Context: an optimization exercise on an open-source flow, tuned for a short achievable clock period. The choices shown serve that exercise and are no tape-out recipe. Function was checked by simulation only, so behaviour that the tests miss may differ from the original. No run shown here takes its clock network from TritonCTS; it comes from the design's own scripts or RTL. No driver is modelled on the clock port, so clock power and skew are understated where the tree is cut down; a real chip needs a root buffer or a tree. Power figures rest on the tool's default switching activity, not on a simulated workload.

==> design/flow/design.v <==
module alu(OPA, OPB, CIN, INP_VALID, CLK, RST, CMD, CE, MODE, COUT, OFLOW, RES, G, E, L, ERR);
    input [7:0] OPA, OPB;
    input CLK, RST, CE, MODE, CIN;
    input [1:0] INP_VALID;
    input [3:0] CMD;
    output reg [15:0] RES;
    output reg COUT, OFLOW, G, E, L, ERR;
    wire vab = INP_VALID[0] & INP_VALID[1];
    wire va = INP_VALID[0];
    wire vb = INP_VALID[1];
    wire am = CE & MODE;
    wire lm = CE & ~MODE;
    wire d_add = am & vab & (CMD == 4'd0);
    wire d_sub = am & vab & (CMD == 4'd1);
    wire d_addc = am & vab & (CMD == 4'd2);
    wire d_subc = am & vab & (CMD == 4'd3);
    wire d_inca = am & va & (CMD == 4'd4);
    wire d_deca = am & va & (CMD == 4'd5);
    wire d_incb = am & vb & (CMD == 4'd6);
    wire d_decb = am & vb & (CMD == 4'd7);
    wire d_cmp = am & vab & (CMD == 4'd8);
    wire d_sadd = am & vab & (CMD == 4'd11);
    wire d_ssub = am & vab & (CMD == 4'd12);
    wire d_and = lm & vab & (CMD == 4'd0);
    wire d_nand = lm & vab & (CMD == 4'd1);
    wire d_or = lm & vab & (CMD == 4'd2);
    wire d_nor = lm & vab & (CMD == 4'd3);
    wire d_xor = lm & vab & (CMD == 4'd4);
    wire d_xnor = lm & vab & (CMD == 4'd5);
    wire d_nota = lm & va & (CMD == 4'd6);
    wire d_notb = lm & vb & (CMD == 4'd7);
    wire d_shra = lm & va & (CMD == 4'd8);
    wire d_shla = lm & va & (CMD == 4'd9);
    wire d_shrb = lm & vb & (CMD == 4'd10);
    wire d_shlb = lm & vb & (CMD == 4'd11);
    wire d_rol = lm & vab & (CMD == 4'd12);
    wire d_ror = lm & vab & (CMD == 4'd13);
    wire mul_en = am & vab & (CMD[3:2] == 2'b10) & (CMD[1] ^ CMD[0]);
    wire [9:0] y = {2'b00, OPB};
    wire [9:0] xa = {2'b00, OPA};
    wire b0i_y0 = 1'b1, b0i_y1 = y[0], b0i_y2 = y[1];
    wire one0i = b0i_y1 ^ b0i_y0;
    wire e0i = b0i_y2 ^ b0i_y1;
    wire [8:0] row0i_d = {9{b0i_y2}} ^ (one0i ? xa[8:0] : ({9{e0i}} & {xa[7:0], 1'b1}));
    wire b0s_y0 = 1'b0, b0s_y1 = y[0], b0s_y2 = y[1];
    wire one0s = b0s_y1 ^ b0s_y0;
    wire e0s = b0s_y2 ^ b0s_y1;
    wire [8:0] row0s_d = {9{b0s_y2}} ^ (one0s ? xa[8:0] : ({9{e0s}} & {xa[7:0], 1'b0}));
    wire cor0i_d = ~y[1] | y[0];
    wire cor0s_d = y[1];
    wire b1_y0 = y[1], b1_y1 = y[2], b1_y2 = y[3];
    wire one1 = b1_y1 ^ b1_y0;               
    wire e1 = b1_y2 ^ b1_y1;                 
    wire [8:1] row1_d = {8{b1_y2}} ^ (one1 ? xa[8:1] : ({8{e1}} & xa[7:0]));
    wire row1i0_d = b1_y2 ^ (one1 ? xa[0] : e1);
    wire row1s0_d = b1_y2 ^ (one1 & xa[0]);
    wire cor1i_d = (~b1_y2 & (b1_y1 | b1_y0)) | (b1_y2 & b1_y1 & b1_y0);
    wire cor1s_d = b1_y2;
    wire b2_y0 = y[3], b2_y1 = y[4], b2_y2 = y[5];
    wire one2 = b2_y1 ^ b2_y0;               
    wire e2 = b2_y2 ^ b2_y1;                 
    wire [8:1] row2_d = {8{b2_y2}} ^ (one2 ? xa[8:1] : ({8{e2}} & xa[7:0]));
    wire row2i0_d = b2_y2 ^ (one2 ? xa[0] : e2);
    wire row2s0_d = b2_y2 ^ (one2 & xa[0]);
    wire cor2i_d = (~b2_y2 & (b2_y1 | b2_y0)) | (b2_y2 & b2_y1 & b2_y0);
    wire cor2s_d = b2_y2;
    wire b3_y0 = y[5], b3_y1 = y[6], b3_y2 = y[7];
    wire one3 = b3_y1 ^ b3_y0;               
    wire e3 = b3_y2 ^ b3_y1;                 
    wire [8:1] row3_d = {8{b3_y2}} ^ (one3 ? xa[8:1] : ({8{e3}} & xa[7:0]));
    wire row3i0_d = b3_y2 ^ (one3 ? xa[0] : e3);
    wire row3s0_d = b3_y2 ^ (one3 & xa[0]);
    wire cor3i_d = (~b3_y2 & (b3_y1 | b3_y0)) | (b3_y2 & b3_y1 & b3_y0);
    wire cor3s_d = b3_y2;
    wire b4_y0 = y[7], b4_y1 = y[8], b4_y2 = y[9];
    wire one4 = b4_y1 ^ b4_y0;               
    wire e4 = b4_y2 ^ b4_y1;                 
    wire [7:1] row4_d = {7{b4_y2}} ^ (one4 ? xa[7:1] : ({7{e4}} & xa[6:0]));
    wire row4i0_d = b4_y2 ^ (one4 ? xa[0] : e4);
    wire row4s0_d = b4_y2 ^ (one4 & xa[0]);
    wire cor4i_d = (~b4_y2 & (b4_y1 | b4_y0)) | (b4_y2 & b4_y1 & b4_y0);
    wire cor4s_d = b4_y2;
    wire [15:0] rol_d = {OPA, OPA} << OPB[1:0];    
    wire [15:0] ror_d = {OPA, OPA} >> OPB[1:0];
    wire cu_d = CIN & ~CMD[3] & CMD[1] & ~CMD[0];       
    wire cv_d = ~(CIN & ~CMD[3] & CMD[1] & CMD[0]);    
    reg [8:0] row0i_q, row0s_q;
    reg cor0i_q, cor0s_q;
    reg [8:1] row1_q;
    reg row1i0_q, row1s0_q, cor1i_q, cor1s_q;
    reg [8:1] row2_q;
    reg row2i0_q, row2s0_q, cor2i_q, cor2s_q;
    reg [8:1] row3_q;
    reg row3i0_q, row3s0_q, cor3i_q, cor3s_q;
    reg [7:1] row4_q;
    reg row4i0_q, row4s0_q, cor4i_q, cor4s_q;
    reg [3:0] nsgn_q;        
    reg m_inc_q, m_sft_q;
    reg [7:0] a_q, b_q;
    reg [7:0] rol_q, ror_q;    
    reg err1_q;                
    reg [7:0] ug_q, up_q, vg_q, vp_q;
    reg ug0c_q, vg0c_q;
    reg cu_q, cv_q, bmax_cin_q, za_q, zb_q;
    reg q_add;
    reg q_sub;
    reg q_addc;
    reg q_subc;
    reg q_inca;
    reg q_deca;
    reg q_incb;
    reg q_decb;
    reg q_cmp;
    reg q_sadd;
    reg q_ssub;
    reg q_and;
    reg q_nand;
    reg q_or;
    reg q_nor;
    reg q_xor;
    reg q_xnor;
    reg q_nota;
    reg q_notb;
    reg q_shra;
    reg q_shla;
    reg q_shrb;
    reg q_shlb;
    reg q_rol;
    reg q_ror;
    always @(posedge CLK) begin
        row0i_q <= row0i_d; row0s_q <= row0s_d;
        cor0i_q <= cor0i_d; cor0s_q <= cor0s_d;
        row1_q <= row1_d;
        row1i0_q <= row1i0_d; row1s0_q <= row1s0_d;
        cor1i_q <= cor1i_d; cor1s_q <= cor1s_d;
        row2_q <= row2_d;
        row2i0_q <= row2i0_d; row2s0_q <= row2s0_d;
        cor2i_q <= cor2i_d; cor2s_q <= cor2s_d;
        row3_q <= row3_d;
        row3i0_q <= row3i0_d; row3s0_q <= row3s0_d;
        cor3i_q <= cor3i_d; cor3s_q <= cor3s_d;
        row4_q <= row4_d;
        row4i0_q <= row4i0_d; row4s0_q <= row4s0_d;
        cor4i_q <= cor4i_d; cor4s_q <= cor4s_d;
        nsgn_q <= ~{OPB[7], OPB[5], OPB[3], OPB[1]};
        m_inc_q <= mul_en & CMD[0];
        m_sft_q <= mul_en & ~CMD[0];
        a_q <= OPA;
        rol_q <= rol_d[15:8];
        ror_q <= ror_d[7:0];
        err1_q <= (d_rol | d_ror) & (|OPB[7:3]);
        ug_q <= OPA & OPB;
        up_q <= OPA ^ OPB;
        vg_q <= OPA & ~OPB;
        vp_q <= ~(OPA ^ OPB);
        ug0c_q <= (OPA[0] & OPB[0]) | ((OPA[0] ^ OPB[0]) & cu_d);
        vg0c_q <= (OPA[0] & ~OPB[0]) | (~(OPA[0] ^ OPB[0]) & cv_d);
        b_q <= OPB;
        cu_q <= cu_d;
        cv_q <= cv_d;
        bmax_cin_q <= CIN & (&OPB);
        za_q <= (OPA == 8'd0);
        zb_q <= (OPB == 8'd0);
        q_add <= d_add;
        q_sub <= d_sub;
        q_addc <= d_addc;
        q_subc <= d_subc;
        q_inca <= d_inca;
        q_deca <= d_deca;
        q_incb <= d_incb;
        q_decb <= d_decb;
        q_cmp <= d_cmp;
        q_sadd <= d_sadd;
        q_ssub <= d_ssub;
        q_and <= d_and;
        q_nand <= d_nand;
        q_or <= d_or;
        q_nor <= d_nor;
        q_xor <= d_xor;
        q_xnor <= d_xnor;
        q_nota <= d_nota;
        q_notb <= d_notb;
        q_shra <= d_shra;
        q_shla <= d_shla;
        q_shrb <= d_shrb;
        q_shlb <= d_shlb;
        q_rol <= d_rol;
        q_ror <= d_ror;
    end
    wire u_G0_1 = ug_q[1] | (up_q[1] & ug0c_q);
    wire u_G0_2 = ug_q[2] | (up_q[2] & ug_q[1]);
    wire u_P0_2 = up_q[2] & up_q[1];
    wire u_G0_3 = ug_q[3] | (up_q[3] & ug_q[2]);
    wire u_P0_3 = up_q[3] & up_q[2];
    wire u_G0_4 = ug_q[4] | (up_q[4] & ug_q[3]);
    wire u_P0_4 = up_q[4] & up_q[3];
    wire u_G0_5 = ug_q[5] | (up_q[5] & ug_q[4]);
    wire u_P0_5 = up_q[5] & up_q[4];
    wire u_G0_6 = ug_q[6] | (up_q[6] & ug_q[5]);
    wire u_P0_6 = up_q[6] & up_q[5];
    wire u_G0_7 = ug_q[7] | (up_q[7] & ug_q[6]);
    wire u_P0_7 = up_q[7] & up_q[6];
    wire u_G1_2 = u_G0_2 | (u_P0_2 & ug0c_q);
    wire u_G1_3 = u_G0_3 | (u_P0_3 & u_G0_1);
    wire u_G1_4 = u_G0_4 | (u_P0_4 & u_G0_2);
    wire u_P1_4 = u_P0_4 & u_P0_2;
    wire u_G1_5 = u_G0_5 | (u_P0_5 & u_G0_3);
    wire u_P1_5 = u_P0_5 & u_P0_3;
    wire u_G1_6 = u_G0_6 | (u_P0_6 & u_G0_4);
    wire u_P1_6 = u_P0_6 & u_P0_4;
    wire u_G1_7 = u_G0_7 | (u_P0_7 & u_G0_5);
    wire u_P1_7 = u_P0_7 & u_P0_5;
    wire u_G2_4 = u_G1_4 | (u_P1_4 & ug0c_q);
    wire u_G2_5 = u_G1_5 | (u_P1_5 & u_G0_1);
    wire u_G2_6 = u_G1_6 | (u_P1_6 & u_G1_2);
    wire u_G2_7 = u_G1_7 | (u_P1_7 & u_G1_3);
    wire v_G0_1 = vg_q[1] | (vp_q[1] & vg0c_q);
    wire v_G0_2 = vg_q[2] | (vp_q[2] & vg_q[1]);
    wire v_P0_2 = vp_q[2] & vp_q[1];
    wire v_G0_3 = vg_q[3] | (vp_q[3] & vg_q[2]);
    wire v_P0_3 = vp_q[3] & vp_q[2];
    wire v_G0_4 = vg_q[4] | (vp_q[4] & vg_q[3]);
    wire v_P0_4 = vp_q[4] & vp_q[3];
    wire v_G0_5 = vg_q[5] | (vp_q[5] & vg_q[4]);
    wire v_P0_5 = vp_q[5] & vp_q[4];
    wire v_G0_6 = vg_q[6] | (vp_q[6] & vg_q[5]);
    wire v_P0_6 = vp_q[6] & vp_q[5];
    wire v_G0_7 = vg_q[7] | (vp_q[7] & vg_q[6]);
    wire v_P0_7 = vp_q[7] & vp_q[6];
    wire v_G1_2 = v_G0_2 | (v_P0_2 & vg0c_q);
    wire v_G1_3 = v_G0_3 | (v_P0_3 & v_G0_1);
    wire v_G1_4 = v_G0_4 | (v_P0_4 & v_G0_2);
    wire v_P1_4 = v_P0_4 & v_P0_2;
    wire v_G1_5 = v_G0_5 | (v_P0_5 & v_G0_3);
    wire v_P1_5 = v_P0_5 & v_P0_3;
    wire v_G1_6 = v_G0_6 | (v_P0_6 & v_G0_4);
    wire v_P1_6 = v_P0_6 & v_P0_4;
    wire v_G1_7 = v_G0_7 | (v_P0_7 & v_G0_5);
    wire v_P1_7 = v_P0_7 & v_P0_5;
    wire v_G2_4 = v_G1_4 | (v_P1_4 & vg0c_q);
    wire v_G2_5 = v_G1_5 | (v_P1_5 & v_G0_1);
    wire v_G2_6 = v_G1_6 | (v_P1_6 & v_G1_2);
    wire v_G2_7 = v_G1_7 | (v_P1_7 & v_G1_3);
    wire [7:0] su = {(up_q[7] ^ u_G2_6), (up_q[6] ^ u_G2_5), (up_q[5] ^ u_G2_4), (up_q[4] ^ u_G1_3), (up_q[3] ^ u_G1_2), (up_q[2] ^ u_G0_1), (up_q[1] ^ ug0c_q), (up_q[0] ^ cu_q)};
    wire cu8 = u_G2_7;
    wire [7:0] sv = {(vp_q[7] ^ v_G2_6), (vp_q[6] ^ v_G2_5), (vp_q[5] ^ v_G2_4), (vp_q[4] ^ v_G1_3), (vp_q[3] ^ v_G1_2), (vp_q[2] ^ v_G0_1), (vp_q[1] ^ vg0c_q), (vp_q[0] ^ cv_q)};
    wire cv8 = v_G2_7;
    wire [7:0] ia = a_q + 8'd1;
    wire [7:0] da = a_q - 8'd1;
    wire [7:0] ib = b_q + 8'd1;
    wire [7:0] db = b_q - 8'd1;
    wire s8a = up_q[7] ^ cu8;      
    wire s8s = vp_q[7] ^ cv8;      
    wire eq = &vp_q;
    wire zsa = ~(|su) & ~s8a;
    wire zss = ~(|sv) & ~s8s;
    wire berr = |b_q[7:3];
    wire [7:0] rol8 = b_q[2] ? {rol_q[3:0], rol_q[7:4]} : rol_q;
    wire [7:0] ror8 = b_q[2] ? {ror_q[3:0], ror_q[7:4]} : ror_q;
    wire [7:0] lo8 =
          ({8{q_add | q_addc | q_sadd}} & su)
        | ({8{q_sub | q_subc | q_ssub}} & sv)
        | ({8{q_inca}} & ia) | ({8{q_deca}} & da) | ({8{q_incb}} & ib) | ({8{q_decb}} & db)
        | ({8{q_and}} & (a_q & b_q)) | ({8{q_nand}} & ~(a_q & b_q))
        | ({8{q_or}} & (a_q | b_q)) | ({8{q_nor}} & ~(a_q | b_q))
        | ({8{q_xor}} & (a_q ^ b_q)) | ({8{q_xnor}} & ~(a_q ^ b_q))
        | ({8{q_nota}} & ~a_q) | ({8{q_notb}} & ~b_q)
        | ({8{q_shra}} & {1'b0, a_q[7:1]}) | ({8{q_shla}} & {a_q[6:0], 1'b0})
        | ({8{q_shrb}} & {1'b0, b_q[7:1]}) | ({8{q_shlb}} & {b_q[6:0], 1'b0})
        | ({8{q_rol & ~berr}} & rol8) | ({8{q_ror & ~berr}} & ror8);
    wire hi = (q_sadd & s8a) | (q_ssub & s8s);
    wire [15:0] other = {{8{hi}}, lo8};
    wire cout_d = ((q_add | q_addc) & cu8) | (q_sadd & s8a) | (q_ssub & s8s);
    wire oflow_d = (q_sub & ~cv8) | (q_subc & ~cv8 & ~bmax_cin_q)
        | (q_deca & za_q) | (q_decb & zb_q)
        | (q_sadd & ~up_q[7] & (su[7] ^ ug_q[7]))      
        | (q_ssub & ~vp_q[7] & (sv[7] ^ vg_q[7]));     
    wire g_d = (q_cmp & cv8 & ~eq) | (q_sadd & ~s8a & ~zsa) | (q_ssub & ~s8s & ~zss);
    wire e_d = (q_cmp & eq) | (q_sadd & zsa) | (q_ssub & zss);
    wire l_d = (q_cmp & ~cv8) | (q_sadd & s8a) | (q_ssub & s8s);
    wire err_d = err1_q;
    wire t0s = row0i_q[6] ^ row1_q[4];
    wire t0c = row0i_q[6] & row1_q[4];
    wire t1s = row0i_q[7] ^ row1_q[5];
    wire t1c = row0i_q[7] & row1_q[5];
    wire t2s = row0i_q[8] ^ row1_q[6] ^ row2_q[4];
    wire t2c = (row0i_q[8] & row1_q[6]) | (row0i_q[8] & row2_q[4]) | (row1_q[6] & row2_q[4]);
    wire t3s = row3_q[2] ^ row4i0_q;
    wire t3c = row3_q[2] & row4i0_q;
    wire t4s = row1_q[7] ^ row2_q[5] ^ row3_q[3];
    wire t4c = (row1_q[7] & row2_q[5]) | (row1_q[7] & row3_q[3]) | (row2_q[5] & row3_q[3]);
    wire t5s = row4_q[1] ^ ~nsgn_q[0];
    wire t5c = row4_q[1] & ~nsgn_q[0];
    wire t6s = row1_q[8] ^ row2_q[6] ^ row3_q[4];
    wire t6c = (row1_q[8] & row2_q[6]) | (row1_q[8] & row3_q[4]) | (row2_q[6] & row3_q[4]);
    wire t7s = row4_q[2] ^ ~nsgn_q[0];
    wire t7c = row4_q[2] & ~nsgn_q[0];
    wire t8s = row2_q[7] ^ row3_q[5] ^ row4_q[3];
    wire t8c = (row2_q[7] & row3_q[5]) | (row2_q[7] & row4_q[3]) | (row3_q[5] & row4_q[3]);
    wire t9s = nsgn_q[1] ^ nsgn_q[0];
    wire t9c = nsgn_q[1] & nsgn_q[0];
    wire t10s = row2_q[8] ^ row3_q[6] ^ row4_q[4];
    wire t10c = (row2_q[8] & row3_q[6]) | (row2_q[8] & row4_q[4]) | (row3_q[6] & row4_q[4]);
    wire t11s = row0i_q[4] ^ row1_q[2];
    wire t11c = row0i_q[4] & row1_q[2];
    wire t12s = row0i_q[5] ^ row1_q[3];
    wire t12c = row0i_q[5] & row1_q[3];
    wire t13s = t0s ^ row2_q[2] ^ row3i0_q;
    wire t13c = (t0s & row2_q[2]) | (t0s & row3i0_q) | (row2_q[2] & row3i0_q);
    wire t14s = t0c ^ t1s ^ row2_q[3];
    wire t14c = (t0c & t1s) | (t0c & row2_q[3]) | (t1s & row2_q[3]);
    wire t15s = t1c ^ t2s ^ t3s;
    wire t15c = (t1c & t2s) | (t1c & t3s) | (t2s & t3s);
    wire t16s = t2c ^ t3c ^ t4s;
    wire t16c = (t2c & t3c) | (t2c & t4s) | (t3c & t4s);
    wire t17s = t4c ^ t5c ^ t6s;
    wire t17c = (t4c & t5c) | (t4c & t6s) | (t5c & t6s);
    wire t18s = t6c ^ t7c ^ t8s;
    wire t18c = (t6c & t7c) | (t6c & t8s) | (t7c & t8s);
    wire t19s = t8c ^ t9c ^ t10s;
    wire t19c = (t8c & t9c) | (t8c & t10s) | (t9c & t10s);
    wire t20s = t10c ^ row3_q[7] ^ row4_q[5];
    wire t20c = (t10c & row3_q[7]) | (t10c & row4_q[5]) | (row3_q[7] & row4_q[5]);
    wire t21s = row3_q[8] ^ row4_q[6];
    wire t21c = row3_q[8] & row4_q[6];
    wire t22s = row0i_q[2] ^ row1i0_q;
    wire t22c = row0i_q[2] & row1i0_q;
    wire t23s = row0i_q[3] ^ row1_q[1];
    wire t23c = row0i_q[3] & row1_q[1];
    wire t24s = t11s ^ row2i0_q ^ cor2i_q;
    wire t24c = (t11s & row2i0_q) | (t11s & cor2i_q) | (row2i0_q & cor2i_q);
    wire t25s = t11c ^ t12s ^ row2_q[1];
    wire t25c = (t11c & t12s) | (t11c & row2_q[1]) | (t12s & row2_q[1]);
    wire t26s = t12c ^ t13s ^ cor3i_q;
    wire t26c = (t12c & t13s) | (t12c & cor3i_q) | (t13s & cor3i_q);
    wire t27s = t13c ^ t14s ^ row3_q[1];
    wire t27c = (t13c & t14s) | (t13c & row3_q[1]) | (t14s & row3_q[1]);
    wire t28s = t14c ^ t15s ^ cor4i_q;
    wire t28c = (t14c & t15s) | (t14c & cor4i_q) | (t15s & cor4i_q);
    wire t29s = t15c ^ t16s ^ t5s;
    wire t29c = (t15c & t16s) | (t15c & t5s) | (t16s & t5s);
    wire t30s = t16c ^ t17s ^ t7s;
    wire t30c = (t16c & t17s) | (t16c & t7s) | (t17s & t7s);
    wire t31s = t17c ^ t18s ^ t9s;
    wire t31c = (t17c & t18s) | (t17c & t9s) | (t18s & t9s);
    wire t32s = t18c ^ t19s ^ 1'b1;
    wire t32c = (t18c & t19s) | (t18c & 1'b1) | (t19s & 1'b1);
    wire t33s = t19c ^ t20s ^ nsgn_q[2];
    wire t33c = (t19c & t20s) | (t19c & nsgn_q[2]) | (t20s & nsgn_q[2]);
    wire t34s = t20c ^ t21s ^ 1'b1;
    wire t34c = (t20c & t21s) | (t20c & 1'b1) | (t21s & 1'b1);
    wire t35s = t21c ^ row4_q[7] ^ nsgn_q[3];
    wire t35c = (t21c & row4_q[7]) | (t21c & nsgn_q[3]) | (row4_q[7] & nsgn_q[3]);
    wire t36s = row0s_q[6] ^ row1_q[4];
    wire t36c = row0s_q[6] & row1_q[4];
    wire t37s = row0s_q[7] ^ row1_q[5];
    wire t37c = row0s_q[7] & row1_q[5];
    wire t38s = row0s_q[8] ^ row1_q[6] ^ row2_q[4];
    wire t38c = (row0s_q[8] & row1_q[6]) | (row0s_q[8] & row2_q[4]) | (row1_q[6] & row2_q[4]);
    wire t39s = row3_q[2] ^ row4s0_q;
    wire t39c = row3_q[2] & row4s0_q;
    wire t40s = row1_q[7] ^ row2_q[5] ^ row3_q[3];
    wire t40c = (row1_q[7] & row2_q[5]) | (row1_q[7] & row3_q[3]) | (row2_q[5] & row3_q[3]);
    wire t41s = row4_q[1] ^ ~nsgn_q[0];
    wire t41c = row4_q[1] & ~nsgn_q[0];
    wire t42s = row1_q[8] ^ row2_q[6] ^ row3_q[4];
    wire t42c = (row1_q[8] & row2_q[6]) | (row1_q[8] & row3_q[4]) | (row2_q[6] & row3_q[4]);
    wire t43s = row4_q[2] ^ ~nsgn_q[0];
    wire t43c = row4_q[2] & ~nsgn_q[0];
    wire t44s = row2_q[7] ^ row3_q[5] ^ row4_q[3];
    wire t44c = (row2_q[7] & row3_q[5]) | (row2_q[7] & row4_q[3]) | (row3_q[5] & row4_q[3]);
    wire t45s = nsgn_q[1] ^ nsgn_q[0];
    wire t45c = nsgn_q[1] & nsgn_q[0];
    wire t46s = row2_q[8] ^ row3_q[6] ^ row4_q[4];
    wire t46c = (row2_q[8] & row3_q[6]) | (row2_q[8] & row4_q[4]) | (row3_q[6] & row4_q[4]);
    wire t47s = row0s_q[4] ^ row1_q[2];
    wire t47c = row0s_q[4] & row1_q[2];
    wire t48s = row0s_q[5] ^ row1_q[3];
    wire t48c = row0s_q[5] & row1_q[3];
    wire t49s = t36s ^ row2_q[2] ^ row3s0_q;
    wire t49c = (t36s & row2_q[2]) | (t36s & row3s0_q) | (row2_q[2] & row3s0_q);
    wire t50s = t36c ^ t37s ^ row2_q[3];
    wire t50c = (t36c & t37s) | (t36c & row2_q[3]) | (t37s & row2_q[3]);
    wire t51s = t37c ^ t38s ^ t39s;
    wire t51c = (t37c & t38s) | (t37c & t39s) | (t38s & t39s);
    wire t52s = t38c ^ t39c ^ t40s;
    wire t52c = (t38c & t39c) | (t38c & t40s) | (t39c & t40s);
    wire t53s = t40c ^ t41c ^ t42s;
    wire t53c = (t40c & t41c) | (t40c & t42s) | (t41c & t42s);
    wire t54s = t42c ^ t43c ^ t44s;
    wire t54c = (t42c & t43c) | (t42c & t44s) | (t43c & t44s);
    wire t55s = t44c ^ t45c ^ t46s;
    wire t55c = (t44c & t45c) | (t44c & t46s) | (t45c & t46s);
    wire t56s = t46c ^ row3_q[7] ^ row4_q[5];
    wire t56c = (t46c & row3_q[7]) | (t46c & row4_q[5]) | (row3_q[7] & row4_q[5]);
    wire t57s = row3_q[8] ^ row4_q[6];
    wire t57c = row3_q[8] & row4_q[6];
    wire t58s = row0s_q[2] ^ row1s0_q;
    wire t58c = row0s_q[2] & row1s0_q;
    wire t59s = row0s_q[3] ^ row1_q[1];
    wire t59c = row0s_q[3] & row1_q[1];
    wire t60s = t47s ^ row2s0_q ^ cor2s_q;
    wire t60c = (t47s & row2s0_q) | (t47s & cor2s_q) | (row2s0_q & cor2s_q);
    wire t61s = t47c ^ t48s ^ row2_q[1];
    wire t61c = (t47c & t48s) | (t47c & row2_q[1]) | (t48s & row2_q[1]);
    wire t62s = t48c ^ t49s ^ cor3s_q;
    wire t62c = (t48c & t49s) | (t48c & cor3s_q) | (t49s & cor3s_q);
    wire t63s = t49c ^ t50s ^ row3_q[1];
    wire t63c = (t49c & t50s) | (t49c & row3_q[1]) | (t50s & row3_q[1]);
    wire t64s = t50c ^ t51s ^ cor4s_q;
    wire t64c = (t50c & t51s) | (t50c & cor4s_q) | (t51s & cor4s_q);
    wire t65s = t51c ^ t52s ^ t41s;
    wire t65c = (t51c & t52s) | (t51c & t41s) | (t52s & t41s);
    wire t66s = t52c ^ t53s ^ t43s;
    wire t66c = (t52c & t53s) | (t52c & t43s) | (t53s & t43s);
    wire t67s = t53c ^ t54s ^ t45s;
    wire t67c = (t53c & t54s) | (t53c & t45s) | (t54s & t45s);
    wire t68s = t54c ^ t55s ^ 1'b1;
    wire t68c = (t54c & t55s) | (t54c & 1'b1) | (t55s & 1'b1);
    wire t69s = t55c ^ t56s ^ nsgn_q[2];
    wire t69c = (t55c & t56s) | (t55c & nsgn_q[2]) | (t56s & nsgn_q[2]);
    wire t70s = t56c ^ t57s ^ 1'b1;
    wire t70c = (t56c & t57s) | (t56c & 1'b1) | (t57s & 1'b1);
    wire f_g0 = ((row0i_q[0] & m_inc_q) | (1'b0 & m_sft_q)) & ((cor0i_q & m_inc_q) | (1'b0 & m_sft_q));
    wire f_p0 = ((row0i_q[0] & m_inc_q) | (1'b0 & m_sft_q)) ^ ((cor0i_q & m_inc_q) | (1'b0 & m_sft_q));
    wire f_g1 = ((row0i_q[1] & m_inc_q) | (row0s_q[0] & m_sft_q)) & ((1'b0 & m_inc_q) | (cor0s_q & m_sft_q));
    wire f_p1 = ((row0i_q[1] & m_inc_q) | (row0s_q[0] & m_sft_q)) ^ ((1'b0 & m_inc_q) | (cor0s_q & m_sft_q));
    wire f_g2 = ((t22s & m_inc_q) | (row0s_q[1] & m_sft_q)) & ((cor1i_q & m_inc_q) | (1'b0 & m_sft_q));
    wire f_p2 = ((t22s & m_inc_q) | (row0s_q[1] & m_sft_q)) ^ ((cor1i_q & m_inc_q) | (1'b0 & m_sft_q));
    wire f_g3 = ((t22c & m_inc_q) | (t58s & m_sft_q)) & ((t23s & m_inc_q) | (cor1s_q & m_sft_q));
    wire f_p3 = ((t22c & m_inc_q) | (t58s & m_sft_q)) ^ ((t23s & m_inc_q) | (cor1s_q & m_sft_q));
    wire f_g4 = ((t23c & m_inc_q) | (t58c & m_sft_q)) & ((t24s & m_inc_q) | (t59s & m_sft_q));
    wire f_p4 = ((t23c & m_inc_q) | (t58c & m_sft_q)) ^ ((t24s & m_inc_q) | (t59s & m_sft_q));
    wire f_g5 = ((t24c & m_inc_q) | (t59c & m_sft_q)) & ((t25s & m_inc_q) | (t60s & m_sft_q));
    wire f_p5 = ((t24c & m_inc_q) | (t59c & m_sft_q)) ^ ((t25s & m_inc_q) | (t60s & m_sft_q));
    wire f_g6 = ((t25c & m_inc_q) | (t60c & m_sft_q)) & ((t26s & m_inc_q) | (t61s & m_sft_q));
    wire f_p6 = ((t25c & m_inc_q) | (t60c & m_sft_q)) ^ ((t26s & m_inc_q) | (t61s & m_sft_q));
    wire f_g7 = ((t26c & m_inc_q) | (t61c & m_sft_q)) & ((t27s & m_inc_q) | (t62s & m_sft_q));
    wire f_p7 = ((t26c & m_inc_q) | (t61c & m_sft_q)) ^ ((t27s & m_inc_q) | (t62s & m_sft_q));
    wire f_g8 = ((t27c & m_inc_q) | (t62c & m_sft_q)) & ((t28s & m_inc_q) | (t63s & m_sft_q));
    wire f_p8 = ((t27c & m_inc_q) | (t62c & m_sft_q)) ^ ((t28s & m_inc_q) | (t63s & m_sft_q));
    wire f_g9 = ((t28c & m_inc_q) | (t63c & m_sft_q)) & ((t29s & m_inc_q) | (t64s & m_sft_q));
    wire f_p9 = ((t28c & m_inc_q) | (t63c & m_sft_q)) ^ ((t29s & m_inc_q) | (t64s & m_sft_q));
    wire f_g10 = ((t29c & m_inc_q) | (t64c & m_sft_q)) & ((t30s & m_inc_q) | (t65s & m_sft_q));
    wire f_p10 = ((t29c & m_inc_q) | (t64c & m_sft_q)) ^ ((t30s & m_inc_q) | (t65s & m_sft_q));
    wire f_g11 = ((t30c & m_inc_q) | (t65c & m_sft_q)) & ((t31s & m_inc_q) | (t66s & m_sft_q));
    wire f_p11 = ((t30c & m_inc_q) | (t65c & m_sft_q)) ^ ((t31s & m_inc_q) | (t66s & m_sft_q));
    wire f_g12 = ((t31c & m_inc_q) | (t66c & m_sft_q)) & ((t32s & m_inc_q) | (t67s & m_sft_q));
    wire f_p12 = ((t31c & m_inc_q) | (t66c & m_sft_q)) ^ ((t32s & m_inc_q) | (t67s & m_sft_q));
    wire f_g13 = ((t32c & m_inc_q) | (t67c & m_sft_q)) & ((t33s & m_inc_q) | (t68s & m_sft_q));
    wire f_p13 = ((t32c & m_inc_q) | (t67c & m_sft_q)) ^ ((t33s & m_inc_q) | (t68s & m_sft_q));
    wire f_g14 = ((t33c & m_inc_q) | (t68c & m_sft_q)) & ((t34s & m_inc_q) | (t69s & m_sft_q));
    wire f_p14 = ((t33c & m_inc_q) | (t68c & m_sft_q)) ^ ((t34s & m_inc_q) | (t69s & m_sft_q));
    wire f_g15 = ((t34c & m_inc_q) | (t69c & m_sft_q)) & ((t35s & m_inc_q) | (t70s & m_sft_q));
    wire f_p15 = ((t34c & m_inc_q) | (t69c & m_sft_q)) ^ ((t35s & m_inc_q) | (t70s & m_sft_q));
    wire f_G0_1 = f_g1 | (f_p1 & f_g0);
    wire f_G0_2 = f_g2 | (f_p2 & f_g1);
    wire f_P0_2 = f_p2 & f_p1;
    wire f_G0_3 = f_g3 | (f_p3 & f_g2);
    wire f_P0_3 = f_p3 & f_p2;
    wire f_G0_4 = f_g4 | (f_p4 & f_g3);
    wire f_P0_4 = f_p4 & f_p3;
    wire f_G0_5 = f_g5 | (f_p5 & f_g4);
    wire f_P0_5 = f_p5 & f_p4;
    wire f_G0_6 = f_g6 | (f_p6 & f_g5);
    wire f_P0_6 = f_p6 & f_p5;
    wire f_G0_7 = f_g7 | (f_p7 & f_g6);
    wire f_P0_7 = f_p7 & f_p6;
    wire f_G0_8 = f_g8 | (f_p8 & f_g7);
    wire f_P0_8 = f_p8 & f_p7;
    wire f_G0_9 = f_g9 | (f_p9 & f_g8);
    wire f_P0_9 = f_p9 & f_p8;
    wire f_G0_10 = f_g10 | (f_p10 & f_g9);
    wire f_P0_10 = f_p10 & f_p9;
    wire f_G0_11 = f_g11 | (f_p11 & f_g10);
    wire f_P0_11 = f_p11 & f_p10;
    wire f_G0_12 = f_g12 | (f_p12 & f_g11);
    wire f_P0_12 = f_p12 & f_p11;
    wire f_G0_13 = f_g13 | (f_p13 & f_g12);
    wire f_P0_13 = f_p13 & f_p12;
    wire f_G0_14 = f_g14 | (f_p14 & f_g13);
    wire f_P0_14 = f_p14 & f_p13;
    wire f_G0_15 = f_g15 | (f_p15 & f_g14);
    wire f_P0_15 = f_p15 & f_p14;
    wire f_G1_2 = f_G0_2 | (f_P0_2 & f_g0);
    wire f_G1_3 = f_G0_3 | (f_P0_3 & f_G0_1);
    wire f_G1_4 = f_G0_4 | (f_P0_4 & f_G0_2);
    wire f_P1_4 = f_P0_4 & f_P0_2;
    wire f_G1_5 = f_G0_5 | (f_P0_5 & f_G0_3);
    wire f_P1_5 = f_P0_5 & f_P0_3;
    wire f_G1_6 = f_G0_6 | (f_P0_6 & f_G0_4);
    wire f_P1_6 = f_P0_6 & f_P0_4;
    wire f_G1_7 = f_G0_7 | (f_P0_7 & f_G0_5);
    wire f_P1_7 = f_P0_7 & f_P0_5;
    wire f_G1_8 = f_G0_8 | (f_P0_8 & f_G0_6);
    wire f_P1_8 = f_P0_8 & f_P0_6;
    wire f_G1_9 = f_G0_9 | (f_P0_9 & f_G0_7);
    wire f_P1_9 = f_P0_9 & f_P0_7;
    wire f_G1_10 = f_G0_10 | (f_P0_10 & f_G0_8);
    wire f_P1_10 = f_P0_10 & f_P0_8;
    wire f_G1_11 = f_G0_11 | (f_P0_11 & f_G0_9);
    wire f_P1_11 = f_P0_11 & f_P0_9;
    wire f_G1_12 = f_G0_12 | (f_P0_12 & f_G0_10);
    wire f_P1_12 = f_P0_12 & f_P0_10;
    wire f_G1_13 = f_G0_13 | (f_P0_13 & f_G0_11);
    wire f_P1_13 = f_P0_13 & f_P0_11;
    wire f_G1_14 = f_G0_14 | (f_P0_14 & f_G0_12);
    wire f_P1_14 = f_P0_14 & f_P0_12;
    wire f_G1_15 = f_G0_15 | (f_P0_15 & f_G0_13);
    wire f_P1_15 = f_P0_15 & f_P0_13;
    wire f_G2_4 = f_G1_4 | (f_P1_4 & f_g0);
    wire f_G2_5 = f_G1_5 | (f_P1_5 & f_G0_1);
    wire f_G2_6 = f_G1_6 | (f_P1_6 & f_G1_2);
    wire f_G2_7 = f_G1_7 | (f_P1_7 & f_G1_3);
    wire f_G2_8 = f_G1_8 | (f_P1_8 & f_G1_4);
    wire f_P2_8 = f_P1_8 & f_P1_4;
    wire f_G2_9 = f_G1_9 | (f_P1_9 & f_G1_5);
    wire f_P2_9 = f_P1_9 & f_P1_5;
    wire f_G2_10 = f_G1_10 | (f_P1_10 & f_G1_6);
    wire f_P2_10 = f_P1_10 & f_P1_6;
    wire f_G2_11 = f_G1_11 | (f_P1_11 & f_G1_7);
    wire f_P2_11 = f_P1_11 & f_P1_7;
    wire f_G2_12 = f_G1_12 | (f_P1_12 & f_G1_8);
    wire f_P2_12 = f_P1_12 & f_P1_8;
    wire f_G2_13 = f_G1_13 | (f_P1_13 & f_G1_9);
    wire f_P2_13 = f_P1_13 & f_P1_9;
    wire f_G2_14 = f_G1_14 | (f_P1_14 & f_G1_10);
    wire f_P2_14 = f_P1_14 & f_P1_10;
    wire f_G2_15 = f_G1_15 | (f_P1_15 & f_G1_11);
    wire f_P2_15 = f_P1_15 & f_P1_11;
    wire f_G3_8 = f_G2_8 | (f_P2_8 & f_g0);
    wire f_G3_9 = f_G2_9 | (f_P2_9 & f_G0_1);
    wire f_G3_10 = f_G2_10 | (f_P2_10 & f_G1_2);
    wire f_G3_11 = f_G2_11 | (f_P2_11 & f_G1_3);
    wire f_G3_12 = f_G2_12 | (f_P2_12 & f_G2_4);
    wire f_G3_13 = f_G2_13 | (f_P2_13 & f_G2_5);
    wire f_G3_14 = f_G2_14 | (f_P2_14 & f_G2_6);
    wire f_G3_15 = f_G2_15 | (f_P2_15 & f_G2_7);
    wire [15:0] res_d = {((f_p15 | other[15]) ^ f_G3_14), ((f_p14 | other[14]) ^ f_G3_13), ((f_p13 | other[13]) ^ f_G3_12), ((f_p12 | other[12]) ^ f_G3_11), ((f_p11 | other[11]) ^ f_G3_10), ((f_p10 | other[10]) ^ f_G3_9), ((f_p9 | other[9]) ^ f_G3_8), ((f_p8 | other[8]) ^ f_G2_7), ((f_p7 | other[7]) ^ f_G2_6), ((f_p6 | other[6]) ^ f_G2_5), ((f_p5 | other[5]) ^ f_G2_4), ((f_p4 | other[4]) ^ f_G1_3), ((f_p3 | other[3]) ^ f_G1_2), ((f_p2 | other[2]) ^ f_G0_1), ((f_p1 | other[1]) ^ f_g0), ((f_p0 | other[0]) ^ 1'b0)};
    always @(posedge CLK or posedge RST) begin
        if (RST) begin
            RES <= 16'd0;
            COUT <= 1'b0; OFLOW <= 1'b0; G <= 1'b0; E <= 1'b0; L <= 1'b0; ERR <= 1'b0;
        end
        else begin
            RES <= res_d;
            COUT <= cout_d; OFLOW <= oflow_d; G <= g_d; E <= e_d; L <= l_d; ERR <= err_d;
        end
    end
endmodule
==> design/flow/flow/run.sh <==
#!/bin/bash
# Standard ORFS flow (the standard.sh) with:
#  - the standard flow's synthesis script wrapped so that ABC uses flow/abc_speed.script, and no
#    full-adder cell extraction;
#  - input port buffers resized and a hand-built clock tree of buf_16/buf_12 buffers
#    (flow/pre_cts.tcl, flow/manual_cts.tcl) in place of TritonCTS;
#  - after CTS, drive-0 and low-power cells sized up and one more timing repair
#    (flow/post_cts.tcl);
#  - repair_timing aiming well below the 8 ns constraint.
W=$(pwd)
export MY_FLOW_DIR=$W/flow
export MY_ABC_SCRIPT=$W/flow/abc_speed.script
export FLOW_SYNTH_TCL=$W/synth_recipe.tcl
export MCTS_NROOT=4
export MCTS_NLEAF=2
export MCTS_ROOT_CELL=sky130_fd_sc_hd__buf_16
export MCTS_LEAF_CELL=sky130_fd_sc_hd__buf_12
bash standard.sh SYNTH_SCRIPT=$W/flow/my_synth.tcl ADDER_MAP_FILE= ABC_CLOCK_PERIOD_IN_PS=1000 \
  PRE_CTS_TCL=$W/flow/pre_cts.tcl POST_CTS_TCL=$W/flow/post_cts.tcl SETUP_SLACK_MARGIN=5.65 finish > flow_make.log 2>&1
==> design/flow/flow/abc_speed.script <==
strash
&get -n
&st
&if -g -K 6
&syn2
&if -g -K 6
&put
dch
map {D}
buffer
upsize {D}
dnsize {D}
stime -p
==> design/flow/flow/manual_cts.tcl <==
proc mcts_split {items key} {
  set s [lsort -real -index $key $items]
  set h [expr {[llength $s] / 2}]
  return [list [lrange $s 0 [expr {$h - 1}]] [lrange $s $h end]]
}
proc mcts_groups {items n} {
  set groups [list $items]
  set key 1
  while {[llength $groups] < $n} {
    set ng {}
    foreach g $groups { lappend ng {*}[mcts_split $g $key] }
    set groups $ng
    set key [expr {$key == 1 ? 2 : 1}]
  }
  return $groups
}
proc mcts_center {g} {
  set sx 0; set sy 0
  foreach e $g { set sx [expr {$sx + [lindex $e 1]}]; set sy [expr {$sy + [lindex $e 2]}] }
  return [list [expr {int($sx / [llength $g])}] [expr {int($sy / [llength $g])}]]
}
proc mcts_buffer {block master name innet g} {
  lassign [mcts_center $g] cx cy
  set inst [odb::dbInst_create $block $master $name]
  set net [odb::dbNet_create $block "${name}_net"]
  $net setSigType CLOCK
  [$inst findITerm A] connect $innet
  [$inst findITerm X] connect $net
  foreach e $g { set it [lindex $e 0]; $it disconnect; $it connect $net }
  $inst setLocation $cx $cy
  $inst setPlacementStatus PLACED
  return [list [$inst findITerm A] $cx $cy]
}
proc manual_cts {args} {
  set nroot [expr {[info exists ::env(MCTS_NROOT)] ? $::env(MCTS_NROOT) : 4}]
  set nleaf [expr {[info exists ::env(MCTS_NLEAF)] ? $::env(MCTS_NLEAF) : 1}]
  set block [ord::get_db_block]
  set rcell [expr {[info exists ::env(MCTS_ROOT_CELL)] ? $::env(MCTS_ROOT_CELL) : "sky130_fd_sc_hd__clkbuf_16"}]
  set lcell [expr {[info exists ::env(MCTS_LEAF_CELL)] ? $::env(MCTS_LEAF_CELL) : "sky130_fd_sc_hd__clkbuf_16"}]
  set master [[ord::get_db] findMaster $rcell]
  set lmaster [[ord::get_db] findMaster $lcell]
  set clknet [[$block findBTerm CLK] getNet]
  set items {}
  foreach it [$clknet getITerms] {
    set b [[$it getInst] getBBox]
    lappend items [list $it [expr {([$b xMin] + [$b xMax]) / 2}] [expr {([$b yMin] + [$b yMax]) / 2}]]
  }
  puts "manual_cts: [llength $items] sinks, $nroot root buffers, $nleaf leaf buffers each"
  set r 0
  foreach g [mcts_groups $items $nroot] {
    if {$nleaf > 1} {
      # leaf buffers first, on the clock port's net; then the root buffer takes them over
      set leaves {}
      set l 0
      foreach lg [mcts_groups $g $nleaf] {
        lappend leaves [mcts_buffer $block $lmaster "clkbuf_m_${r}_$l" $clknet $lg]
        puts "manual_cts: leaf $r.$l drives [llength $lg] sinks"
        incr l
      }
      mcts_buffer $block $master "clkbuf_m_$r" $clknet $leaves
    } else {
      mcts_buffer $block $master "clkbuf_m_$r" $clknet $g
      puts "manual_cts: root $r drives [llength $g] sinks"
    }
    incr r
  }
}
==> design/flow/flow/my_synth.tcl <==
# The standard flow's synthesis script (synth_recipe.tcl), with Yosys's abc pass given our own ABC
# script: SOP balancing before a delay-driven standard-cell map.
proc abc {args} {
  set i [lsearch -exact $args -script]
  if {$i >= 0} { lset args [expr {$i + 1}] $::env(MY_ABC_SCRIPT) }
  yosys abc {*}$args
}
source $::env(FLOW_SYNTH_TCL)
==> design/flow/flow/post_cts.tcl <==
# End of ORFS's CTS step: size up the weakest logic cells (drive 0, low-power inverters)
# left by repair_timing, run one more round of timing repair, and legalize again.
foreach inst [get_cells *] {
  set m [get_property $inst ref_name]
  if {[regexp {^sky130_fd_sc_hd__([a-z0-9]+)_0$} $m -> base]} {
    catch { replace_cell $inst sky130_fd_sc_hd__${base}_1 }
  } elseif {[regexp {^sky130_fd_sc_hd__clkinvlp_([0-9]+)$} $m -> n]} {
    catch { replace_cell $inst sky130_fd_sc_hd__inv_$n }
  }
}
estimate_parasitics -placement
repair_timing_helper
detailed_placement
check_placement -verbose
==> design/flow/flow/pre_cts.tcl <==
# Start of ORFS's CTS step.
# 1. Input port buffers: a buf_8 on every input port (the standard flow's rule: every port keeps a
#    buffer); the ports fan out widely and the placement-time buffers are small.
foreach inst [get_cells input*] {
  set m [get_property $inst ref_name]
  if {[string match "sky130_fd_sc_hd__*buf*" $m]} {
    replace_cell $inst sky130_fd_sc_hd__buf_8
  }
}
# 2. Replace TritonCTS by the clock tree of manual_cts.tcl; the rest of the step
#    (legalization, timing repair) runs unchanged.
source $::env(MY_FLOW_DIR)/manual_cts.tcl
rename clock_tree_synthesis tritoncts_clock_tree_synthesis
proc clock_tree_synthesis {args} { manual_cts }
==> design/flow/standard.sh <==
#!/bin/bash
# synth_recipe.tcl (not shown) runs the flow's synth.tcl, then flattens the netlist and writes it again
# the make line also repeats each setting of config.mk as NAME=value (left out here)
make -C /OpenROAD-flow-scripts/flow DESIGN_CONFIG=/design/flow/config.mk WORK_HOME=/design/flow/orfs CLKGATE_MAP_FILE= SYNTH_SCRIPT=/design/flow/synth_recipe.tcl "${@:-finish}"
==> design/flow/config.mk <==
export PLATFORM = sky130hd
export DESIGN_NAME = alu
export DESIGN_NICKNAME = alu
export VERILOG_FILES = /design/flow/design.v
export SDC_FILE = /design/flow/constraint.sdc
export NUM_CORES = 4
export LEC_CHECK = 0
export CAP_MARGIN = 20
export CORE_MARGIN = 2
export CORE_UTILIZATION = 40
export SLEW_MARGIN = 20
==> design/flow/constraint.sdc <==
create_clock -name core_clock -period 8.0 [get_ports {CLK}]
set_input_delay 1.6000 -clock core_clock [delete_from_list [all_inputs] [get_ports {CLK}]]
set_output_delay 1.6000 -clock core_clock [all_outputs]
set_load 0.01 [all_outputs]
==> results of run 1 <==
## worst max path at each step
| stage | start | end | slack [ps] | depth (start not counted) |
|---|---|---|---|---|
| after floorplan | OPB[3] | row2_q[7] | 5570 | 7 |
| after global placement | OPB[1] | row1s0_q | 4210 | 7 |
| final | RES[13] | RES[13] | 5610 | 1 |
| after detailed placement | OPB[5] | row3_q[1] | 4130 | 8 |
| after global routing | row2_q[2] | RES[14] | 5540 | 13 |
## metal layers
metal	GRT usage [%]	vias up
met5	0	-
met4	11.02	0
met3	3.200	119
met2	46.74	707
met1	41.74	6783
li1	-	6706
## power groups by stage
stage | clock (uW) | combinational [uW] | sequential, uW
6_report | 564 | 807 | 1060
5_1_grt | 606 | 873 | 1070
3_5_place_dp | 0 | 584 | 1070
3_3_place_gp | 0 | 575 | 1070
2_1_floorplan | 0 | 445 | 1040
## state kept, by name, summed over array words and instances, names as in the netlist, 4 cells and up
| signal | count |
|---|---|
| RES | 16 |
| row0i_q | 9 |
| row0s_q | 9 |
| a_q | 8 |
| rol_q | 8 |
| ror_q | 8 |
| row1_q | 8 |
| row2_q | 8 |
| row3_q | 8 |
| up_q | 8 |
| vp_q | 8 |
| b_q | 7 |
| row4_q | 7 |
| ug_q | 7 |
| vg_q | 7 |
| nsgn_q | 4 |
## logic make-up (layout without fill, tap and decap cells)
| kind of cell | Yosys count | in the layout | share of synthesized area, % |
|---|---|---|---|
| buffers and inverters | 233 | 411 | 7.703 |
| flip-flops | 184 | 184 | 31.69 |
| multiplexers | 1 | 1 | 0.08362 |
| AO/OA/AOI/OAI | 403 | 403 | 22.06 |
| XOR/XNOR | 28 | 28 | 2.111 |
| AND/OR/NAND/NOR | 959 | 960 | 36.35 |
## cell type report
type	instances	area, um2	share of cell area (%)
Buffer	12	270.3	1.634
Inverter	180	797.0	4.818
Multi-Input combinational cell	1392	8781	53.09
Sequential cell	184	3908	23.62
Tap cell	390	488.0	2.950
Timing Repair Buffer	216	2283	13.80
Timing Repair inverter	3	13.76	0.08321
## metrics by stage
stage | cells | instance area, um2 | setup WS, ps
after floorplan | 1808 | 12180 | 5569
after global placement | 2201 | 12870 | 4207
after detailed placement | 2201 | 12870 | 4126
after global routing | 2377 | 16540 | 5545
final | 2377 | 16540 | 5606
## Yosys cell counts, drive strengths merged, types with 14 or more instances
library cell | number | area (um2)
a22oi | 14 | 110.1
nor2 | 209 | 789.5
clkbuf | 35 | 131.4
o221ai | 23 | 201.4
a31oi | 25 | 177.7
nand4 | 85 | 544.3
a21oi | 105 | 529.3
o21ai | 109 | 564.3
buf | 18 | 115.1
nand2 | 389 | 1473
dfxtp | 162 | 3243
nand3 | 186 | 980.9
xor2 | 21 | 183.9
inv | 177 | 664.4
o22ai | 33 | 225.2
dfrtp | 22 | 550.5
o2111ai | 21 | 183.9
nor3 | 38 | 195.2
==> qor.txt, run 1 <==
Final min period -> 2394 ps
Post-synth ARST share -> 11.96%
Final Routed Wirelength -> 48120 um
Number of cells on the worst reg-to-reg path -> 11
Cell Area, Synth -> 11970 um2
Io pins -> 49
Worst Hold End -> ERR
Peak VDD IR -> 0.0001453 V
Met1 WL -> 20450 um
DR pass1 iterations -> 6
Slew @ Worst Pin -> 580.1 ps
Final period utilization -> 29.92%
Antenna cells -> 0
Final Util -> 55.96%
First-pass GRT wire length -> 73490 um
Height of the die -> 177 um
CP top delay family -> flip-flops
Rows -> 63
Fin. Hold Viols -> 0
Int Power -> 1560 uW
Worst hold start -> err1_q
R2R setup slack -> 5640 ps
Hold depth -> 0
Routability congestion estimate -> 0.9621
Die W -> 177 um
Area delta synth->final -> 38.17%
Syn Nets -> 1835
Nets -> 2016
Fmax achieved -> 0.4178 GHz
PwrDens -> 147.0 nW/um2
Pwr Total -> 2431 uW
CP endpoint kind -> output pin
1st-iter DRT viols -> 1629
Reg2reg start -> row3_q[2]
Largest net degree at the start of global routing -> 28
Psw -> 871.8 uW
Clk Latency, worst-skew pair -> 250 ps
Largest stage delay, worst path -> 410 ps
Grt ovf -> 0
Critical Path RT -> 6400 ps
Most common cell after layout, fill and taps aside -> nand2_1
Critical Path AT -> 790 ps
Vias in the first global route -> 13260
Cells after synthesis -> 1808
Fin Clk Skew -> 23.08 ps
Final Max Tran Viols -> 0
Seq pwr share -> 43.6%
Worst r2r dst -> RES[13]
Die area -> 31330 um2
Crit Path Category -> reg2out
Most frequent cells in the layout -> nand2_1 (331), nor2_1 (153), nand3_1 (147)
WHS -> 342.5 ps
Via count -> 14320
Yosys warnings -> 1
Synth Flop Type -> dfxtp_1
Clock-pin slew on the worst setup and hold paths -> 110 ps
Seq cells post-synth -> 184
Top Metal Used -> met4
Status -> finished clean
Count of input and output buffers -> 48
Met2 wire len -> 21160 um
Total negative slack for setup checks -> 0 ps
Crit-path cells -> clkbuf_2
Initial Utilization -> 40.50%
Share of cells above drive strength 1 -> 31.40%
Setup Viol. Count Final -> 0
CORE AREA -> 29560 um2
Max transition margin -> 61.23%
Maxcap violations -> 0
Avg WL per Cell -> 20.24 um
Via/cell ratio -> 6.022
Clock group share of total power -> 23.2%
Routed wl met3 -> 4439 um
Dpl hpwl -> 32680 um
Buffers plus inverters on the worst setup path -> 1
DRC viols -> 0
Initial antenna violation count -> 0
Logic pwr share -> 33.2%
CP Launch Type -> flip-flop
GRT Total Usage -> 29.67%
Sw Share -> 35.86%
Post-synth cell types -> 77
RSZ-0062 raised after global routing -> true
Crit path max-delay cell type -> dfrtp_1
Layout fillers -> 2708
Crit Path Max Fanout -> 1
Post-synth EDFFs -> 0
Sequential cell area fraction in the yosys report -> 31.69%
Leak pwr -> 0.007152 uW
Worst hold path class -> reg2reg
Routed Antenna Nets -> 0
Synthesized area per cell -> 6.621 um2
==> run 2, diff against run 1 <==
--- a/design/flow/flow/run.sh
+++ b/design/flow/flow/run.sh
@@ -16,4 +16,4 @@
 export MCTS_ROOT_CELL=sky130_fd_sc_hd__buf_16
 export MCTS_LEAF_CELL=sky130_fd_sc_hd__buf_12
 bash standard.sh SYNTH_SCRIPT=$W/flow/my_synth.tcl ADDER_MAP_FILE= ABC_CLOCK_PERIOD_IN_PS=1000 \
-  PRE_CTS_TCL=$W/flow/pre_cts.tcl POST_CTS_TCL=$W/flow/post_cts.tcl SETUP_SLACK_MARGIN=5.65 finish > flow_make.log 2>&1
+  PRE_CTS_TCL=$W/flow/pre_cts.tcl POST_CTS_TCL=$W/flow/post_cts.tcl SETUP_SLACK_MARGIN=5.6 finish > flow_make.log 2>&1
==> run 2 against run 1 <==
  * Cell area is 0.45% higher
  * Die area unchanged
  * Total power rose by 1.1%
  * Setup slack got worse by 16 ps
  * Clock power is 0.7% higher
  * Fmax shrank 0.64%
  * Largest power group unchanged
==> qor.txt, run 2 <==
Area delta synth->final -> 38.80%
Vias in the first global route -> 13050
Rows -> 63
R2R setup slack -> 5590 ps
Grt ovf -> 0
Final period utilization -> 30.11%
Status -> finished clean
Post-synth EDFFs -> 0
Final min period -> 2409 ps
GRT Total Usage -> 29.45%
Initial antenna violation count -> 0
Routability congestion estimate -> 0.9564
Dpl hpwl -> 32350 um
Routed Antenna Nets -> 0
Cell Area, Synth -> 11970 um2
Nets -> 2026
Clock-pin slew on the worst setup and hold paths -> 90 ps
Sequential cell area fraction in the yosys report -> 31.69%
Setup Viol. Count Final -> 0
Reg2reg start -> m_sft_q
Maxcap violations -> 0
Fmax achieved -> 0.4151 GHz
Antenna cells -> 0
Critical Path AT -> 2600 ps
Post-synth cell types -> 77
Seq cells post-synth -> 184
Synthesized area per cell -> 6.621 um2
Global-route met2 utilization -> 45.28%
GRT busiest layer -> met2
Most common cell after layout, fill and taps aside -> nand2_1
Peak VDD IR -> 0.0001569 V
Cells after synthesis -> 1808
Total negative slack for setup checks -> 0 ps
Worst r2r dst -> RES[13]
Avg WL per Cell -> 20.27 um
Height of the die -> 177 um
Post-synth top area share -> 27.09%
Worst Hold End -> ERR
Met3 Use GR -> 5.649%
Most frequent cells in the layout -> nand2_1 (334), nor2_1 (151), inv_1 (143)
Initial Utilization -> 40.50%
Worst hold path class -> reg2reg
Final Routed Wirelength -> 48390 um
Clk Latency, worst-skew pair -> 260 ps
Share of cells above drive strength 1 -> 31.25%
Fin. Hold Viols -> 0
Critical Path RT -> 8190 ps
Commonest cells post-synth -> nand2_1 (384), nor2_1 (207), nand3_1 (176)
CP endpoint kind -> flip-flop
Hold depth -> 0
Syn Nets -> 1835
CP Launch Type -> flip-flop
CORE AREA -> 29560 um2
Number of cells on the worst reg-to-reg path -> 12
Crit Path Max Fanout -> 9
Die W -> 177 um
Final Util -> 56.21%
DRC viols -> 0
Post-synth ARST share -> 11.96%
Fin Clk Skew -> 21.45 ps
Via/cell ratio -> 6.010
Yosys warnings -> 1
Final Max Tran Viols -> 0
PwrDens -> 148.0 nW/um2
Largest regs -> RES: 16 flops, row0i_q: 9 flops, row0s_q: 9 flops
DR pass1 iterations -> 6
RSZ-0062 raised after global routing -> true
Synth top area cells -> dfxtp_1 (27%), nand2_1 (12%), nand3_1 (7.4%)
Crit Path Category -> reg2reg
Max FFs per register -> 16
Count of input and output buffers -> 48
1st-iter DRT viols -> 1606
Largest Register -> RES
Count leader, synth -> nand2_1
Max transition margin -> 61.84%
Io pins -> 49
Global Route met1 Usage -> 41.52%
First-pass GRT wire length -> 72620 um
Slew @ Worst Pin -> 570.9 ps
Synth Flop Type -> dfxtp_1
Leak pwr -> 0.007180 uW
Largest net degree at the start of global routing -> 28
Area leader, netlist -> dfxtp_1
Via count -> 14350
Worst hold start -> err1_q
Die area -> 31330 um2
## run 2: worst max path at each step
stage / from / end / slack, ps / cells after the start
finish: m_sft_q / RES[13] / 5590 / 12
global route: nsgn_q[0] / RES[14] / 5450 / 14
detailed placement: OPB[7] / row3_q[2] / 4040 / 4
global placement: OPB[7] / row3_q[2] / 4020 / 4
floorplan: OPB[3] / row2_q[5] / 5560 / 7
## run 2: power by group
| part | internal [uW] | switching (uW) |
|---|---|---|
| sequential | 982 | 76.6 |
| clock | 270 | 298 |
| combinational | 328 | 505 |
| total | 1580 | 880 |
## run 2: final cells by class
cell class	count	area, um2
sequential	184	3892
fill	2702	12940
tap	390	488.0
timing repair buffer	226	2430
multi-input combinational	1391	8738
inverter	180	774.5
timing repair inverter	4	22.52
buffer	12	270.3
## run 2: logic make-up after synthesis
group | after synthesis | synth area share (%)
AO/OA/AOI/OAI | 403 | 22.06
XOR/XNOR | 28 | 2.111
buffers and inverters | 233 | 7.703
flip-flops | 184 | 31.69
multiplexers | 1 | 0.08362
AND/OR/NAND/NOR | 959 | 36.35
## run 2: per-stage QoR
stage	hold slack [ps]	setup slack (ps)	instances	power [uW]	cell area, um2
after floorplan	316.3	5564	1808	1479	12090
after detailed placement	326.0	4043	2200	1646	12800
after global routing	365.3	5447	2387	2571	16620
final	341.4	5591	2387	2459	16620
after global placement	321.9	4022	2200	1641	12800
## run 2: worst max-delay path, cell delays in order (launching register included)
cell and delay, ps:
dfxtp_4 370, buf_12 120, buf_4 160, buf_6 180, nand3_2 100, nand4_1 170, buf_4 150, nand4_1 170
o211ai_1 400, nand4_1 250, nand3_1 140, nand2_1 60, nand2_1 60
## run 2: metal layers
layer | up-vias | share of wire [%]
li1 | 6746 | -
met3 | 119 | 10
met4 | 0 | 3.7
met2 | 758 | 43
met5 | - | 0
met1 | 6724 | 43
==> run 3, diff against run 2 <==
--- a/design/flow/flow/run.sh
+++ b/design/flow/flow/run.sh
@@ -16,4 +16,4 @@
 export MCTS_ROOT_CELL=sky130_fd_sc_hd__buf_16
 export MCTS_LEAF_CELL=sky130_fd_sc_hd__buf_12
 bash standard.sh SYNTH_SCRIPT=$W/flow/my_synth.tcl ADDER_MAP_FILE= ABC_CLOCK_PERIOD_IN_PS=1000 \
-  PRE_CTS_TCL=$W/flow/pre_cts.tcl POST_CTS_TCL=$W/flow/post_cts.tcl SETUP_SLACK_MARGIN=5.6 finish > flow_make.log 2>&1
+  PRE_CTS_TCL=$W/flow/pre_cts.tcl POST_CTS_TCL=$W/flow/post_cts.tcl SETUP_SLACK_MARGIN=5.65 CORE_UTILIZATION=45 finish > flow_make.log 2>&1
==> run 3 against run 2 <==
  * Sequential share of layout area is 0.20 points lower
  * Sequential power about the same
  * Setup slack improved by 14 ps
  * Die area fell by 11%
  * Cell area up 1.2%
  * Register-to-register slack barely moved
  * Wire length up 2.1%
  * Critical path type unchanged
  * Via count grew 0.47%
  * Area after synthesis is the same
  * Still clean on timing, DRC and antenna
  * Highest routed layer unchanged
  * Global-route usage grew 4.1 points
  * Synthesized cell count stayed put
==> qor.txt, run 3 <==
CP endpoint kind -> flip-flop
Setup Viol. Count Final -> 0
GRT Total Usage -> 33.53%
Antenna cells -> 0
Die W -> 167.1 um
Avg WL per Cell -> 21.13 um
GRT busiest layer -> met2
Final period utilization -> 29.94%
Grt ovf -> 0
CP Launch Type -> flip-flop
Via count -> 14410
Die area -> 27920 um2
Max transition margin -> 62.57%
RSZ-0062 raised after global routing -> true
Share of cells above drive strength 1 -> 31.50%
Post-synth ARST share -> 11.96%
Total negative slack for setup checks -> 0 ps
Largest net degree at the start of global routing -> 28
Status -> finished clean
Synth top area cells -> dfxtp_1 (27%), nand2_1 (12%), nand3_1 (7.4%)
Syn Nets -> 1835
Layout fillers -> 2231
Largest Register -> RES
Largest regs -> RES: 16 flops, row0i_q: 9 flops, row0s_q: 9 flops
Final Max Tran Viols -> 0
Clock-pin slew on the worst setup and hold paths -> 100 ps
Nets -> 2032
Rows -> 59
Final min period -> 2395 ps
Worst hold path class -> reg2reg
Count leader, synth -> nand2_1
Post-synth cell types -> 77
Seq cells post-synth -> 184
Initial Utilization -> 45.94%
Most common cell after layout, fill and taps aside -> nand2_1
DR pass1 iterations -> 8
Area delta synth->final -> 40.40%
First-pass GRT wire length -> 74860 um
CORE AREA -> 26060 um2
Count of input and output buffers -> 48
Clk Latency, worst-skew pair -> 250 ps
PwrDens -> 148.2 nW/um2
Via/cell ratio -> 6.165
Vias in the first global route -> 13330
CP top delay family -> simple AND/OR/NAND/NOR gates
Commonest cells post-synth -> nand2_1 (384), nor2_1 (207), nand3_1 (176)
Critical Path AT -> 2530 ps
Cell Area, Synth -> 11970 um2
Slew @ Worst Pin -> 559.6 ps
Crit path max-delay cell type -> dfxtp_4
Sequential cell area fraction in the yosys report -> 31.69%
Final Routed Wirelength -> 49390 um
Area leader, netlist -> dfxtp_1
Maxcap violations -> 0
Height of the die -> 167.1 um
Fmax achieved -> 0.4175 GHz
Post-synth top area share -> 27.09%
Critical Path RT -> 8140 ps
Synth Flop Type -> dfxtp_1
Crit Path Max Fanout -> 6
Yosys warnings -> 1
Synthesized area per cell -> 6.621 um2
Fin. Hold Viols -> 0
Routed Antenna Nets -> 0
Most frequent cells in the layout -> nand2_1 (335), nor2_1 (153), nand3_1 (149)
Dpl hpwl -> 32720 um
Global Route met1 Usage -> 48.43%
Routability congestion estimate -> 0.9656
Buffers plus inverters on the worst setup path -> 3
Global-route met2 utilization -> 51.12%
Crit Path Category -> reg2reg
Io pins -> 49
Placed insts -> 2147
Cells after synthesis -> 1808
DRC viols -> 0
Final Non-Filler Cells -> 2338
Crit-path cells -> inv_2 -> nand2_4 -> nand3_4 -> buf_6 -> a21oi_4 -> o21bai_2 -> nand3_1 -> nand4_1 -> nand2_2 -> buf_6 -> nand2_4 -> a41oi_4 -> o21ai_1 -> nand2_1 -> nand2_1
Largest stage delay, worst path -> 430 ps
Peak VDD IR -> 0.0001801 V
Max FFs per register -> 16
Fin Clk Skew -> 22.29 ps
Leak pwr -> 0.007260 uW
Post-synth EDFFs -> 0
Met3 Use GR -> 5.034%
1st-iter DRT viols -> 1740
Initial antenna violation count -> 0
run 3: cell count changes in the layout (fill, tap and decap cells not counted), moves of 6 or more:
cell | before | now
a21oi_2 | 22 | 14
dfxtp_2 | 25 | 19
inv_4 | 17 | 11
nand3_1 | 142 | 149
nor2_2 | 26 | 20
o21ai_1 | 87 | 73
o21ai_2 | 17 | 30
run 3: kinds of logic after synthesis:
group                  Yosys count  share of synthesized area (%)
multiplexers                     1                        0.08362
flip-flops                     184                          31.69
AO/OA/AOI/OAI                  403                          22.06
AND/OR/NAND/NOR                959                          36.35
buffers and inverters          233                          7.703
XOR/XNOR                        28                          2.111
run 3: path summary, 6_finish.rpt:
check	startpoint	endpoint	slack, ps	cells after the start
worst max-delay path	row3_q[3]	RES[14]	5600	15
max in group asynchronous	RST	COUT	6320	3
min in group asynchronous	RST	RES[8]	1390	3
worst max register to register	row3_q[3]	RES[14]	5600	15
worst min register to register	err1_q	ERR	360	0
worst min-delay path	err1_q	ERR	360	0
run 3: metal layers:
| layer | routed length [um] | vias to the layer above | share of wire, % |
|---|---|---|---|
| li1 | - | 6757 | - |
| met1 | 20950 | 6749 | 42 |
| met2 | 21250 | 768 | 43 |
| met3 | 5109 | 140 | 10 |
| met4 | 2089 | 0 | 4.2 |
| met5 | 0 | - | 0 |
run 3: per-stage QoR:
stage	cell area (um2)	utilization (%)	hold slack [ps]	power, uW	worst slack, ps
2_1_floorplan	12180	-	316.3	1485	5569
3_3_place_gp	12810	49.14	342.2	1650	4177
3_5_place_dp	12810	49.14	343.7	1656	4108
5_1_grt	16810	64.50	355.2	2601	5496
6_report	16810	64.50	360.1	2490	5605
run 3: final cells by class:
cell class              count  area (um2)  share of cell area [%]
inverters                 180       832.0                   4.950
repair buffers            232        2530                   15.05
flip-flops and latches    184        3904                   23.23
multi-input cells        1393        8837                   52.58
repair inverters            2       15.01                 0.08933
well taps                 335       419.2                   2.494
plain buffers              12       270.3                   1.608
run 3: power by group:
part           internal, uW  switching (uW)  total, uW
Sequential              981            83.3       1060
Clock                   270             296        566
Combinational           340             520        860
Total                  1590             900       2490
run 3: worst register-to-register path, stage by stage (launching register included):
cell	delay, ps
dfxtp_4	430
inv_2	80
nand2_4	90
nand3_4	160
buf_6	170
a21oi_4	160
o21bai_2	90
nand3_1	80
nand4_1	230
nand2_2	220
buf_6	140
nand2_4	50
a41oi_4	190
o21ai_1	90
nand2_1	60
nand2_1	50

-- what the ideal ports hide --
The flow's constraints put no driver on any port. The routed layouts listed below were extracted and timed again, unchanged, in two steps. Step 1: set_driving_cell puts a clkbuf_16 on CLK and a buf_2 on each other input, an assumption about the parent block. Step 2 adds t to the input delays and takes it off the output delays; t is the mean of the earliest and latest rising clock arrival at the registers after step 1. Input paths then give back, and output paths get back, about the clock's delay inside the block. a / b / c = no drivers / after step 1 / after step 2; a / b = the first two.
run	shift t [ns]	slack for setup (ns)	slew at the worst register clock pin (ns)
run 1	0.361	5.606 / 5.487 / 5.410	0.11 / 0.11
run 2	0.367	5.591 / 5.516 / 5.348	0.11 / 0.11
run 3	0.365	5.605 / 5.497 / 5.387	0.12 / 0.12
After both steps every run listed still meets setup and hold. The setup slack of run 2, which loses most, moves by -0.075 ns with the drivers and by -0.243 ns with both steps.
